What follows belongs to an exercise in optimizing a design on an open flow for small area and a short achievable clock period; a production flow would make more cautious choices.
Where RTL was checked, it was by simulation tests only, not by an equivalence proof against the original.
Function not checked in run 2: the RTL went through the layout flow alone.

==> flow/run.sh <==
#!/bin/bash
# synth_recipe.tcl (not shown) runs the flow's synth.tcl, then flattens the netlist and writes it again
# the make line also repeats each setting of config.mk as NAME=value (left out here)
make -C /OpenROAD-flow-scripts/flow DESIGN_CONFIG=/design/flow/config.mk WORK_HOME=/design/flow/orfs CLKGATE_MAP_FILE= SYNTH_SCRIPT=/design/flow/synth_recipe.tcl finish
==> flow/config.mk <==
export PLATFORM = sky130hd
export DESIGN_NAME = top_FPU
export DESIGN_NICKNAME = top_FPU
export VERILOG_FILES = /design/flow/design.v
export SDC_FILE = /design/flow/constraint.sdc
export NUM_CORES = 8
export LEC_CHECK = 0
export ABC_AREA = 1
export ABC_CLOCK_PERIOD_IN_PS = 1000000
export CAP_MARGIN = 20
export CORE_MARGIN = 2
export CORE_UTILIZATION = 45
export GPL_ROUTABILITY_DRIVEN = 0
export GPL_TIMING_DRIVEN = 0
export SLEW_MARGIN = 20
export SYNTH_HIERARCHICAL = 1
==> flow/constraint.sdc <==
create_clock -name core_clock -period 1000.0 [get_ports {clk}]
set_input_delay 200.0000 -clock core_clock [delete_from_list [all_inputs] [get_ports {clk}]]
set_output_delay 200.0000 -clock core_clock [all_outputs]
set_load 0.01 [all_outputs]
==> flow/design.v <==
`timescale 1ns / 1ps
module top_FPU ( clk, rst, operation, a_fpn, b_fpn, out );
  input  logic        clk;
  input  logic        rst;
  input  logic [1:0]  operation;
  input  logic [31:0] a_fpn;
  input  logic [31:0] b_fpn;
  output logic [31:0] out;
  localparam W = 27;    
  logic        sa, sb, ha, hb;
  logic [7:0]  ea, eb;
  logic [22:0] ma, mb;
  logic [23:0] Ma, Mb;
  assign sa = a_fpn[31];    assign sb = b_fpn[31];
  assign ea = a_fpn[30:23]; assign eb = b_fpn[30:23];
  assign ma = a_fpn[22:0];  assign mb = b_fpn[22:0];
  assign ha = |ea;          assign hb = |eb;
  assign Ma = {ha, ma};     assign Mb = {hb, mb};
  logic op_add, op_sub, op_mul, op_div;
  assign op_add = (operation == 2'd0);
  assign op_sub = (operation == 2'd1);
  assign op_mul = (operation == 2'd2);
  assign op_div = (operation == 2'd3);
  logic zero_a, zero_b, inf_a, inf_b, nan_a, nan_b;
  assign zero_a = (a_fpn[30:0] == 31'd0);
  assign zero_b = (b_fpn[30:0] == 31'd0);
  assign inf_a  = (ea == 8'd255) && (ma == 23'd0);
  assign inf_b  = (eb == 8'd255) && (mb == 23'd0);
  assign nan_a  = (ea == 8'd255) && (ma != 23'd0);
  assign nan_b  = (eb == 8'd255) && (mb != 23'd0);
  logic a_lt_b, mag_eq, e_lt, flag;
  assign a_lt_b = (a_fpn[30:0] < b_fpn[30:0]);
  assign mag_eq = (a_fpn[30:0] == b_fpn[30:0]);
  assign e_lt   = (ea < eb);
  assign flag   = (ma < mb);
  logic [7:0] d;    
  assign d = e_lt ? (eb - ea) : (ea - eb);
  function automatic [4:0] lzc24(input [23:0] v);
    integer j;
    begin
      lzc24 = 5'd23;
      for (j = 0; j < 24; j = j + 1)
        if (v[j]) lzc24 = 5'd23 - j[4:0];
    end
  endfunction
  logic [4:0] zb;
  assign zb = lzc24(Mb);
  logic [23:0] Msmall;
  assign Msmall = a_lt_b ? Ma : Mb;
  logic [23:0] V;
  logic [4:0]  sh;
  assign V  = op_div ? Ma : ((op_mul || d > 8'd24) ? 24'd0 : Msmall);
  assign sh = op_div ? (zb + {4'd0, flag}) : (5'd24 - d[4:0]);
  logic [47:0] X;
  assign X = {24'd0, V} << sh;
  logic [30:0] big;
  logic        sbig, ssmall;
  assign big    = a_lt_b ? b_fpn[30:0] : a_fpn[30:0];
  assign sbig   = a_lt_b ? sb : sa;
  assign ssmall = a_lt_b ? sa : sb;
  logic [7:0]  e_big;
  logic [23:0] Mbig;
  assign e_big = big[30:23];
  assign Mbig  = {|big[30:23], big[22:0]};
  logic sign_a_as, sign_b_as, eff_sub, sign_as;
  assign sign_a_as = sbig   ^ (op_sub &  e_lt);
  assign sign_b_as = ssmall ^ (op_sub & ~e_lt);
  assign eff_sub   = sign_a_as ^ sign_b_as;
  assign sign_as   = (mag_eq && eff_sub) ? 1'b0 : sign_a_as;
  logic [24:0] sum;
  assign sum = eff_sub ? ({1'b0, Mbig} - {1'b0, X[47:24]}) : ({1'b0, Mbig} + {1'b0, X[47:24]});
  logic [23:0] U, Un;
  logic [4:0]  zu;
  assign U  = op_div ? Mb : sum[23:0];
  assign zu = lzc24(U);
  assign Un = U << zu;
  logic [31:0] res_as;
  always_comb begin
    if (inf_a || inf_b) begin
      res_as = {(!a_lt_b && !mag_eq) ? sa : sb, 8'd255, 23'd0};
    end else if (sum[24]) begin
      res_as = {sign_as, e_big + 8'd1, sum[23:1]};
    end else if ((e_big >= 8'd127) && ((e_big - 8'd127) < {3'd0, zu})) begin
      res_as = {sign_as, 31'd0};
    end else begin
      res_as = {sign_as, e_big - {3'd0, zu}, Un[22:0]};
    end
  end
  logic [5:0] t;
  always_comb begin
    case (d)
      8'd24: t = 6'd3;
      8'd25: t = 6'd6;
      8'd26: t = 6'd9;
      8'd27: t = 6'd12;
      8'd28: t = 6'd15;
      8'd29: t = 6'd18;
      default: t = 6'd0;
    endcase
  end
  logic [5:0] mclr;
  assign mclr = {1'b0, zu} + t;
  logic [23:0] Nd;
  genvar gi, gb;
  generate
    for (gi = 0; gi < 24; gi = gi + 1) begin : g_nd
      assign Nd[gi] = Un[gi] & (mclr <= gi);
    end
  endgenerate
  logic bz;    
  assign bz = (mclr >= 6'd24);
  logic [23:0] Np;    
  assign Np = op_mul ? Ma : Nd;
  logic [W-1:0] S [0:48];
  logic [W-1:0] C [0:48];
  logic [47:0]  qp_r, qn_r;
  logic [47:0]  so, co, mo;
  assign S[0] = {4'd0, X[47:25]};
  assign C[0] = '0;
  generate
    for (gi = 0; gi < 48; gi = gi + 1) begin : g_row
      logic          inj;
      logic [W-1:0]  Ss, Cs, Mv, mj, sm;
      logic [3:0]    y;
      logic          pos, neg, qp, qn;
      if (gi <= 24) begin : g_inj
        assign inj = X[24 - gi];
      end else begin : g_noinj
        assign inj = 1'b0;
      end
      assign y   = S[gi][W-2:W-5] + C[gi][W-2:W-5];
      assign pos = ~y[3];
      assign neg = y[3] & ~(&y[2:0]);
      if (gi >= 24) begin : g_mul
        assign qp = op_mul ? 1'b0 : pos;
        assign qn = op_mul ? Mb[47 - gi] : neg;
      end else begin : g_div
        assign qp = ~op_mul & pos;
        assign qn = ~op_mul & neg;
      end
      assign Ss = {S[gi][W-2:0], qp};
      assign Cs = {C[gi][W-2:0], inj};
      assign Mv = {{(W-24){qp}}, (Np & {24{qn}}) | (~Np & {24{qp}})};
      for (gb = 0; gb < W; gb = gb + 1) begin : g_bit
        if ((gi == 0 && gb >= 24)) begin : g_w
          assign sm[gb] = Mv[gb];
          assign mj[gb] = 1'b0;
        end else if ((gb == 1 && gi > 0) || (gi == 0 && gb >= 1) || (gb == 0 && gi > 24)) begin : g_h
          fpu_ha u_ha (.a(Ss[gb]), .b(Mv[gb]), .s(sm[gb]), .co(mj[gb]));
        end else begin : g_f
          fpu_fa u_fa (.a(Ss[gb]), .b(Cs[gb]), .c(Mv[gb]), .s(sm[gb]), .co(mj[gb]));
        end
      end
      assign S[gi+1] = sm;
      assign C[gi+1] = {mj[W-2:0], 1'b0};
      assign so[gi] = S[gi][W-1];
      assign co[gi] = C[gi][W-1];
      assign mo[gi] = mj[W-1];
      assign qp_r[gi] = qp;
      assign qn_r[gi] = qn;
    end
  endgenerate
  logic [20:0] H1, H2, H3, Hx, Hy;
  generate
    for (gi = 0; gi < 21; gi = gi + 1) begin : g_h
      assign H1[gi] = so[47 - gi];
      assign H2[gi] = co[47 - gi];
      assign H3[gi] = mo[47 - gi];
    end
  endgenerate
  logic [20:0] hmj;
  generate
    for (gi = 0; gi < 21; gi = gi + 1) begin : g_hcsa
      fpu_fa u_fa (.a(H1[gi]), .b(H2[gi]), .c(H3[gi]), .s(Hx[gi]), .co(hmj[gi]));
    end
  endgenerate
  assign Hy = {hmj[19:0], 1'b0};
  logic [47:0] P;
  assign P = {Hx, S[48]} + {Hy, C[48]};
  logic [22:0] Qp, Qn, Wq, Wd;
  generate
    for (gi = 0; gi < 23; gi = gi + 1) begin : g_q
      assign Qp[gi] = qp_r[47 - gi];
      assign Qn[gi] = qn_r[47 - gi];
    end
  endgenerate
  assign Wq = Qp - Qn - {22'd0, P[W-1]};
  logic [5:0] cnt;
  assign cnt = 6'd23 + {5'd0, flag} - {d[4:0], 1'b0} - {1'b0, d[4:0]};
  generate
    for (gi = 0; gi < 23; gi = gi + 1) begin : g_wd
      assign Wd[gi] = bz | (Wq[gi] & ((d == 8'd0) ? 1'b0 : (d > 8'd7) ? 1'b1 : (cnt <= gi)));
    end
  endgenerate
  logic [31:0] res_div;
  always_comb begin
    if (zero_a) begin
      res_div = zero_b ? 32'hffffffff : 32'h0;
    end else if (inf_a) begin
      res_div = (zero_b || inf_b) ? 32'hffffffff : {sa, 8'd255, 23'd0};
    end else if (zero_b) begin
      res_div = {sa, 8'd255, 23'd0};
    end else if (inf_b) begin
      res_div = {sa ^ sb, 31'd0};
    end else if (d > 8'd29) begin
      res_div = 32'h0;
    end else begin
      res_div = {sa ^ sb, ea - eb + 8'd127 - {7'd0, flag}, Wd};
    end
  end
  logic [8:0]  em;
  logic [22:0] mant_m;
  assign em = {1'b0, ea} + {1'b0, eb} + {8'd0, P[47]} - 9'd127;
  assign mant_m = P[47] ? P[46:24] : P[45:23];
  logic [31:0] res_mul;
  always_comb begin
    if (zero_a || zero_b) begin
      res_mul = 32'h0;
    end else if (inf_a || inf_b) begin
      res_mul = {sa ^ sb, 8'd255, 23'd0};
    end else if (em[8] & !em[7]) begin
      res_mul = {sa ^ sb, 8'hFF, 23'd0};
    end else if (em[8] & em[7]) begin
      res_mul = {sa ^ sb, 31'd0};
    end else if (ma == 23'd0 && mb == 23'd0) begin
      res_mul = {sa ^ sb, em[7:0], 23'd0};
    end else begin
      res_mul = {sa ^ sb, em[7:0], mant_m};
    end
  end
  always_ff @(posedge clk) begin
    if (rst)
      out <= 32'h0;
    else if (nan_a || nan_b)
      out <= 32'hffffffff;
    else if (op_mul)
      out <= res_mul;
    else if (op_div)
      out <= res_div;
    else
      out <= res_as;
  end
endmodule
module fpu_fa (input logic a, input logic b, input logic c, output logic s, output logic co);
  assign s  = a ^ b ^ c;
  assign co = (a & b) | (a & c) | (b & c);
endmodule
module fpu_ha (input logic a, input logic b, output logic s, output logic co);
  assign s  = a ^ b;
  assign co = a & b;
endmodule
==> results by group, run 1 <==
Place
  – # port buffers: 99
  – HPWL Detailed: 221 mm
  – Setup slack after placement: 658.31 ns
  – Placement Cell Area: 63900 um2

Floorplanning
  – Starting Density: 45.4%
  – I/O Pins: 100
  – Core Area: 134000 um2
  – Die Y: 371 um
  – Die area: 138000 um2
  – DIE WIDTH: 371 um
  – Site row count: 134

Cells and area
  – Commonest non-fill, non-tap cells in the layout: nand2_1 (2095), fa_1 (1252), o21ai_0 (1069)
  – Most common library cell in the layout ignoring fill and taps: nand2_1
  – Share of post-route cells with drive strength above 1: 6.29%
  – Most flop-heavy register: out
  – Top Registers: out x32
  – Layout net count: 9774
  – Final design area excluding fillers: 64100 um2
  – Register area: 641 um2
  – Filler instances: 13500
  – Area of the multi-input gates: 55200 um2
  – Max reg flops: 32
  – Area growth from synthesis to layout: 5.65%

Clocking
  – CTS root buffer: clkbuf_16
  – Clk slew on worst S/H paths: 0.05 ns
  – TritonCTS buffer count: 5
  – CTS sink cnt: 32
  – Setup bufs post-CTS: 0
  – Hold_buf cts: 0
  – CTS tree: yes
  – Clock Path Buffers: 2
  – Htree depth: 2
  – Post_cts resized: 0

Yosys
  – Sequential-to-total area share from yosys stat: 1.06%
  – Main combinational cell family by area after synthesis: adder cells
  – Syn nets: 9667
  – Avg Cell Area, Syn: 7.68 um2
  – Post-synth EDFFs: 0
  – Primary FF master, synth: dfxtp_1
  – Cell Area, Synth: 60700 um2
  – Synth Area in XOR/XNOR: 3.09%
  – Compound-Gate Fraction of Synth Area: 15.7%
  – Synth Instances: 7904
  – Synth Area in Simple Gates: 21.6%
  – Fraction of synthesized area in multiplexers: 0%
  – Post-synthesis sequential element count: 32
  – Synth Area in Adders: 50.4%
  – Yosys cell types: 72
  – Synth async-reset ratio: 0%
  – Yosys warns: 9

Setup path
  – Slowest CP cell: clkdlybuf4s50_1
  – Critical Path AT: 345.26 ns
  – CP Class: in2reg
  – Crit path from: b_fpn[22]
  – Worst-path fanout max: 10
  – Worst path most repeated cell: fa_1
  – Required @ worst endpoint: 1000.19 ns
  – Type of origin of the critical path: input port
  – Largest stage delay, worst path: 1.06 ns
  – CP Capture Type: flip-flop

Job
  – Max-cap violations: 0

STA
  – Slew Limit Headroom: 13.1%
  – Setup TNS: 0 ns
  – Worst Tran Pin Value: 1.30 ns
  – Hold Vio Cnt, Final: 0
  – Final WS setup: 654.94 ns
  – Slew Viols, Final: 0
  – Final period demand of the worst path: 345.06 ns
  – Fmax: 2.90 MHz
  – WHS: 200.39 ns
  – Final period util: 34.5%
  – RSZ-0062 raised after global routing: false
  – Setup violations, final: 0

Status
  – Status: finished clean

Global routing
  – Number of antenna violations at the first check in global routing: 15
  – Maximum number of pins on one net before global-route repair: 14
  – Overall Global Routing Usage: 37.7%
  – GRT Residual Overflow: 0
  – First-pass GRT wire length: 386 mm
  – Vias in the first global route: 58900

Drt
  – Wirelength per Cell: 26.7 um
  – Avg Vias per Cell: 6.18
  – Post-route ant nets: 0
  – Number of DRC markers in iteration 0: 7794
  – DR pass1 iterations: 9
  – WL final: 261 mm
  – DR vias: 60500
  – DRC errors left: 0

Worst hold path
  – Worst Hold Class: in2reg
  – Hold Crit Start: rst
## kinds of logic after synthesis
logic type	after synthesis
AOI/OAI and AO/OA	1783
xor gates and xnor gates	213
adders and majority gates	1695
buffers and inverters	1064
DFF	32
and+or+nand+nor	3117
## per-module statistics from Yosys, one instance, submodules excluded
module	cells	flops+latches	copies in the design	area, um2
fpu_fa	1	0	1196	20.0
fpu_ha	1	0	93	12.5
top_FPU	6615	32	1	35600
## final cells by class
class                           instances  area share (%)
Antenna cell                           14          0.0547
Buffer                                544            4.60
Clock buffer                            7           0.238
Inverter                              520            3.05
Multi-Input combinational cell       6808            86.0
Sequential cell                        32           0.999
Tap cell                             1768            3.45
Timing Repair Buffer                  100            1.56
## through the flow
stage,cells,util [%]
floorplan,7904,-
global placement,9771,47.8
detailed placement,9772,47.8
CTS,9779,47.9
global route,9779,47.9
finish,9793,48.0
## worst max-delay path: cells and delay by family
family | cells | cell delay [ns]
adder cells (fa/ha/maj) | 145 | 56.66
XOR/XNOR | 17 | 2.89
buffers and inverters | 91 | 30.45
AND/OR/NAND/NOR | 166 | 27.20
AO/OA/AOI/OAI | 132 | 27.79
## cells in the mapped netlist, types with 18 or more instances
library cell	instances	area, um2
o21ai_2	60	526
clkbuf_1	262	983
nand2_2	56	350
xor2_1	121	1060
o21ai_1	269	1350
nand4_1	41	257
inv_1	488	1830
a31oi_1	18	113
a21oi_1	260	1300
nand3_1	539	2700
nor2_1	264	991
xnor2_1	91	797
nand3_2	19	190
o21ai_0	1069	5350
buf_4	63	473
nand3b_1	21	158
nand2_1	2095	7860
inv_2	21	78.8
buf_6	54	608
fa_1	1252	25100
nor3_1	21	105
dfxtp_1	32	641
ha_1	443	5540
buf_2	136	681
## routing by layer
layer | part of all wire (%) | wire length (um) | GRT usage (%) | vias up
met5 | 0.041 | 107 | 0 | -
met4 | 7.6 | 19800 | 23.0 | 16
met3 | 14 | 35500 | 12.7 | 813
met2 | 41 | 108000 | 54.4 | 4153
met1 | 37 | 97800 | 48.7 | 29400
li1 | - | - | - | 26100
## path summary, 6_finish.rpt
check	to	cells after the start
min	out[30]$_SDFF_PP0_	2
max	out[8]$_SDFF_PP0_	551
==> run 2: changes to the inputs <==
--- a/flow/design.v
+++ b/flow/design.v
@@ -101,7 +101,7 @@
   logic [5:0] mclr;
   assign mclr = {1'b0, zu} + t;
   logic [23:0] Nd;
-  genvar gi, gb;
+  genvar gi;
   generate
     for (gi = 0; gi < 24; gi = gi + 1) begin : g_nd
       assign Nd[gi] = Un[gi] & (mclr <= gi);
@@ -120,7 +120,7 @@
   generate
     for (gi = 0; gi < 48; gi = gi + 1) begin : g_row
       logic          inj;
-      logic [W-1:0]  Ss, Cs, Mv, mj, sm;
+      logic [W-1:0]  Ss, Cs, Mv, mj;
       logic [3:0]    y;
       logic          pos, neg, qp, qn;
       if (gi <= 24) begin : g_inj
@@ -141,17 +141,8 @@
       assign Ss = {S[gi][W-2:0], qp};
       assign Cs = {C[gi][W-2:0], inj};
       assign Mv = {{(W-24){qp}}, (Np & {24{qn}}) | (~Np & {24{qp}})};
-      for (gb = 0; gb < W; gb = gb + 1) begin : g_bit
-        if ((gi == 0 && gb >= 24)) begin : g_w
-          assign sm[gb] = Mv[gb];
-          assign mj[gb] = 1'b0;
-        end else if ((gb == 1 && gi > 0) || (gi == 0 && gb >= 1) || (gb == 0 && gi > 24)) begin : g_h
-          fpu_ha u_ha (.a(Ss[gb]), .b(Mv[gb]), .s(sm[gb]), .co(mj[gb]));
-        end else begin : g_f
-          fpu_fa u_fa (.a(Ss[gb]), .b(Cs[gb]), .c(Mv[gb]), .s(sm[gb]), .co(mj[gb]));
-        end
-      end
-      assign S[gi+1] = sm;
+      assign mj = (Ss & Cs) | (Ss & Mv) | (Cs & Mv);
+      assign S[gi+1] = Ss ^ Cs ^ Mv;
       assign C[gi+1] = {mj[W-2:0], 1'b0};
       assign so[gi] = S[gi][W-1];
       assign co[gi] = C[gi][W-1];
@@ -168,13 +159,8 @@
       assign H3[gi] = mo[47 - gi];
     end
   endgenerate
-  logic [20:0] hmj;
-  generate
-    for (gi = 0; gi < 21; gi = gi + 1) begin : g_hcsa
-      fpu_fa u_fa (.a(H1[gi]), .b(H2[gi]), .c(H3[gi]), .s(Hx[gi]), .co(hmj[gi]));
-    end
-  endgenerate
-  assign Hy = {hmj[19:0], 1'b0};
+  assign Hx = H1 ^ H2 ^ H3;
+  assign Hy = {((H1[19:0] & H2[19:0]) | (H1[19:0] & H3[19:0]) | (H2[19:0] & H3[19:0])), 1'b0};
   logic [47:0] P;
   assign P = {Hx, S[48]} + {Hy, C[48]};
   logic [22:0] Qp, Qn, Wq, Wd;
@@ -241,11 +227,3 @@
       out <= res_as;
   end
 endmodule
-module fpu_fa (input logic a, input logic b, input logic c, output logic s, output logic co);
-  assign s  = a ^ b ^ c;
-  assign co = (a & b) | (a & c) | (b & c);
-endmodule
-module fpu_ha (input logic a, input logic b, output logic s, output logic co);
-  assign s  = a ^ b;
-  assign co = a & b;
-endmodule
--- a/flow/config.mk
+++ b/flow/config.mk
@@ -13,4 +13,3 @@
 export GPL_ROUTABILITY_DRIVEN = 0
 export GPL_TIMING_DRIVEN = 0
 export SLEW_MARGIN = 20
-export SYNTH_HIERARCHICAL = 1
==> run 2 against run 1 <==
Worst setup slack got worse by 16 ns; core utilization about the same; largest cell class unchanged; die area is 0.98% higher.
==> results by group, run 2 <==
Drt
  – DRC errors left: 0 (unchanged)
  – DR pass1 iterations: 10 (+1)
  – Wirelength per Cell: 27.5 um (+3.1%)
  – Number of DRC markers in iteration 0: 8405 (+7.8%)
  – DR vias: 63500 (+5.0%)
  – Post-route ant nets: 0 (unchanged)
  – WL final: 282 mm (+8.1%)
  – Avg Vias per Cell: 6.18 (about the same)

Place
  – Placement Cell Area: 64700 um2 (+1.2%)
  – Setup slack after placement: 644.24 ns (-14.06 ns)
  – HPWL Detailed: 238 mm (+7.5%)
  – Post-Place Cells: 10200 (+4.8%)
  – # port buffers: 99 (unchanged)

Global routing
  – GR met1 Demand/Resource: 51.3% (+2.6 points)
  – Overall Global Routing Usage: 39.7% (+2.0 points)
  – M2 GR Usage: 56.3% (+1.9 points)
  – Most Crowded Layer GR: met2
  – Maximum number of pins on one net before global-route repair: 13 (-1)
  – Number of antenna violations at the first check in global routing: 24 (+9)
  – Vias in the first global route: 61000 (+3.6%)
  – GR Util met3: 15.7% (+3.0 points)
  – GRT Residual Overflow: 0 (unchanged)
  – First-pass GRT wire length: 410 mm (+6.0%)

Cells and area
  – Max reg flops: 32 (unchanged)
  – Area growth from synthesis to layout: 5.99%
  – Most flop-heavy register: out
  – Top Registers: out x32
  – Filler instances: 13600 (+1.3%)
  – Share of post-route cells with drive strength above 1: 2.94% (-3.4 points)
  – Layout net count: 10200 (+4.6%)
  – Commonest non-fill, non-tap cells in the layout: nand2_1 (1873), o21ai_0 (1379), fa_1 (1222)
  – Final design area excluding fillers: 64900 um2 (+1.3%)
  – Fin util: 48.0% (about the same)
  – Most common library cell in the layout ignoring fill and taps: nand2_1
  – Fin cells: 10300 (+4.9%)

Floorplanning
  – I/O Pins: 100 (unchanged)
  – Starting Density: 45.3% (-0.12 points)
  – DIE WIDTH: 373 um (+0.49%)
  – Die Y: 373 um (+0.49%)
  – Core Area: 135000 um2 (+1.3%)
  – Die area: 139000 um2 (+0.98%)
  – Site row count: 135 (+0.75%)

Setup path
  – CP bufs+invs: 148 (+63%)
  – Crit path from: b_fpn[2]
  – Top delay family on crit path: adder cells
  – Largest stage delay, worst path: 0.99 ns (-0.07 ns)
  – Critical Path AT: 361.45 ns (+16.19 ns)
  – Type of origin of the critical path: input port
  – CP Capture Type: flip-flop
  – CP Class: in2reg
  – Worst-path fanout max: 12 (+2)
  – Critical Path Sink: out[22]$_SDFF_PP0_
  – Worst path most repeated cell: inv_1
  – Required @ worst endpoint: 1000.21 ns (+0.02 ns)
  – Slowest CP cell: nor2_2
  – Critical path depth: 614 (+11%)

Yosys
  – Share of the synthesized area in the top cell type: 39.9% (-1.4 points)
  – Synth top area cells: fa_1 (40%), nand2_1 (11%), o21ai_0 (11%), ha_1 (9.5%), inv_1 (7.3%)
  – Primary FF master, synth: dfxtp_1
  – Yosys cell types: 67 (-6.9%)
  – Synth Area in Adders: 49.4% (-1.0 points)
  – Main combinational cell family by area after synthesis: adder cells
  – Synth Area in Simple Gates: 17.1% (-4.5 points)
  – Synth Instances: 8349 (+5.6%)
  – Sequential-to-total area share from yosys stat: 1.05% (-0.010 points)
  – Synth top cells by count: nand2_1 (1873), o21ai_0 (1379), fa_1 (1222), inv_1 (1186), ha_1 (464)
  – Yosys warns: 3 (-6)
  – Yosys top cell by area: fa_1
  – Cell Area, Synth: 61300 um2 (+0.99%)
  – Fraction of synthesized area in multiplexers: 0.327% (+0.33 points)
  – Avg Cell Area, Syn: 7.34 um2 (-4.4%)
  – Compound-Gate Fraction of Synth Area: 18.7% (+3.0 points)
  – Count leader, synth: nand2_1
  – Post-synthesis sequential element count: 32 (unchanged)
  – Post-synth EDFFs: 0 (unchanged)
  – Synth Area in XOR/XNOR: 2.51% (-0.57 points)
  – Syn nets: 10100 (+4.5%)
  – Synth async-reset ratio: 0% (unchanged)

Clocking
  – CTS tree: yes
  – Clock Path Buffers: 2 (unchanged)
  – Hold_buf cts: 0 (unchanged)
  – Post_cts resized: 0 (unchanged)
  – TritonCTS buffer count: 5 (unchanged)
  – Htree depth: 2 (unchanged)
  – CTS root buffer: clkbuf_16
  – Setup bufs post-CTS: 0 (unchanged)
  – Clk slew on worst S/H paths: 0.06 ns (about the same)
  – CTS sink cnt: 32 (unchanged)

STA
  – Fmax: 2.77 MHz (-4.5%)
  – RSZ-0062 raised after global routing: false
  – Final period demand of the worst path: 361.24 ns (+16.18 ns)
  – Slew Limit Headroom: 10.2% (-2.9 points)
  – WHS: 200.41 ns (+0.0240 ns)
  – Final period util: 36.1% (+1.6 points)
  – Final WS setup: 638.76 ns (-16.18 ns)
  – Setup TNS: 0 ns (unchanged)
  – Setup violations, final: 0 (unchanged)
  – Worst Tran Pin Value: 1.35 ns (+0.0431 ns)
  – Hold Vio Cnt, Final: 0 (unchanged)
  – Slew Viols, Final: 0 (unchanged)

Job
  – Max-cap violations: 0 (unchanged)

Worst hold path
  – Worst Hold Class: in2reg
  – Cell count of the worst hold path: 2 (unchanged)
  – Hold Crit Start: rst
  – Worst Hold Path EP: out[9]$_SDFF_PP0_

Status
  – Status: finished clean
run 2: cell count changes in the layout (fill, tap and decap cells not counted), sizes merged, moves of 22 or more:
cell	before	now
o211ai	17	66
o21a	6	28
a21oi	264	339
a31oi	19	58
inv	511	1200
buf	270	103
o21ai	1402	1441
nand3	561	211
nand2	2154	1920
nor2	276	307
o22ai	14	48
xnor2	91	49
clkbuf	282	446
fa	1252	1222
run 2: layout make-up:
type | count | area [um2] | share of cell area, %
clock buffer | 5 | 125 | 0.193
antenna | 20 | 50.0 | 0.0771
buffer | 531 | 2130 | 3.28
sequential | 32 | 641 | 0.986
clock inverter | 3 | 42.5 | 0.0655
multi-input combinational | 6573 | 54100 | 83.2
tap | 1781 | 2230 | 3.43
timing repair buffer | 112 | 1120 | 1.73
inverter | 1213 | 4550 | 7.01
run 2: routing by layer:
layer | part of all wire [%] | up-vias
li1 | - | 27000
met1 | 37 | 30700
met2 | 40 | 4787
met3 | 15 | 986
met4 | 7.3 | 28
met5 | 0.096 | -
run 2: cells by family (layout without fill, tap and decap cells):
group,Yosys count,in the layout
other,0,20
AOI/OAI and AO/OA,2117,2117
adders and majority gates,1686,1686
buffers and inverters,1744,1864
xor gates and xnor gates,175,175
DFF,32,32
muxes,20,20
and+or+nand+nor,2575,2575

[re-timing with driven ports]
No port has a modelled driver above. Below, the same layouts with a new extraction and two added sets of constraints.
Step 1, drivers: a clkbuf_16 drives clk and a buf_2 each remaining input, both assumed.
Step 2 times the ports against the registers' clock, not the clock port: input delays grow and output delays shrink by t, the midpoint of the rising clock arrivals with the driver on.
Three values: ideal ports, drivers, drivers and shift; two values: the first two.
run | shift t [ns] | setup slack, ns | worst slew at a driven data input, ns
run 1 | 0.296 | 654.936 / 654.930 / 654.634 | 0.06
run 2 | 0.304 | 638.758 / 638.755 / 638.451 | 0.06
After both steps every run listed still meets setup and hold. For run 2, which loses most, drivers alone change the setup slack by -0.003 ns; drivers and shift together by -0.307 ns.
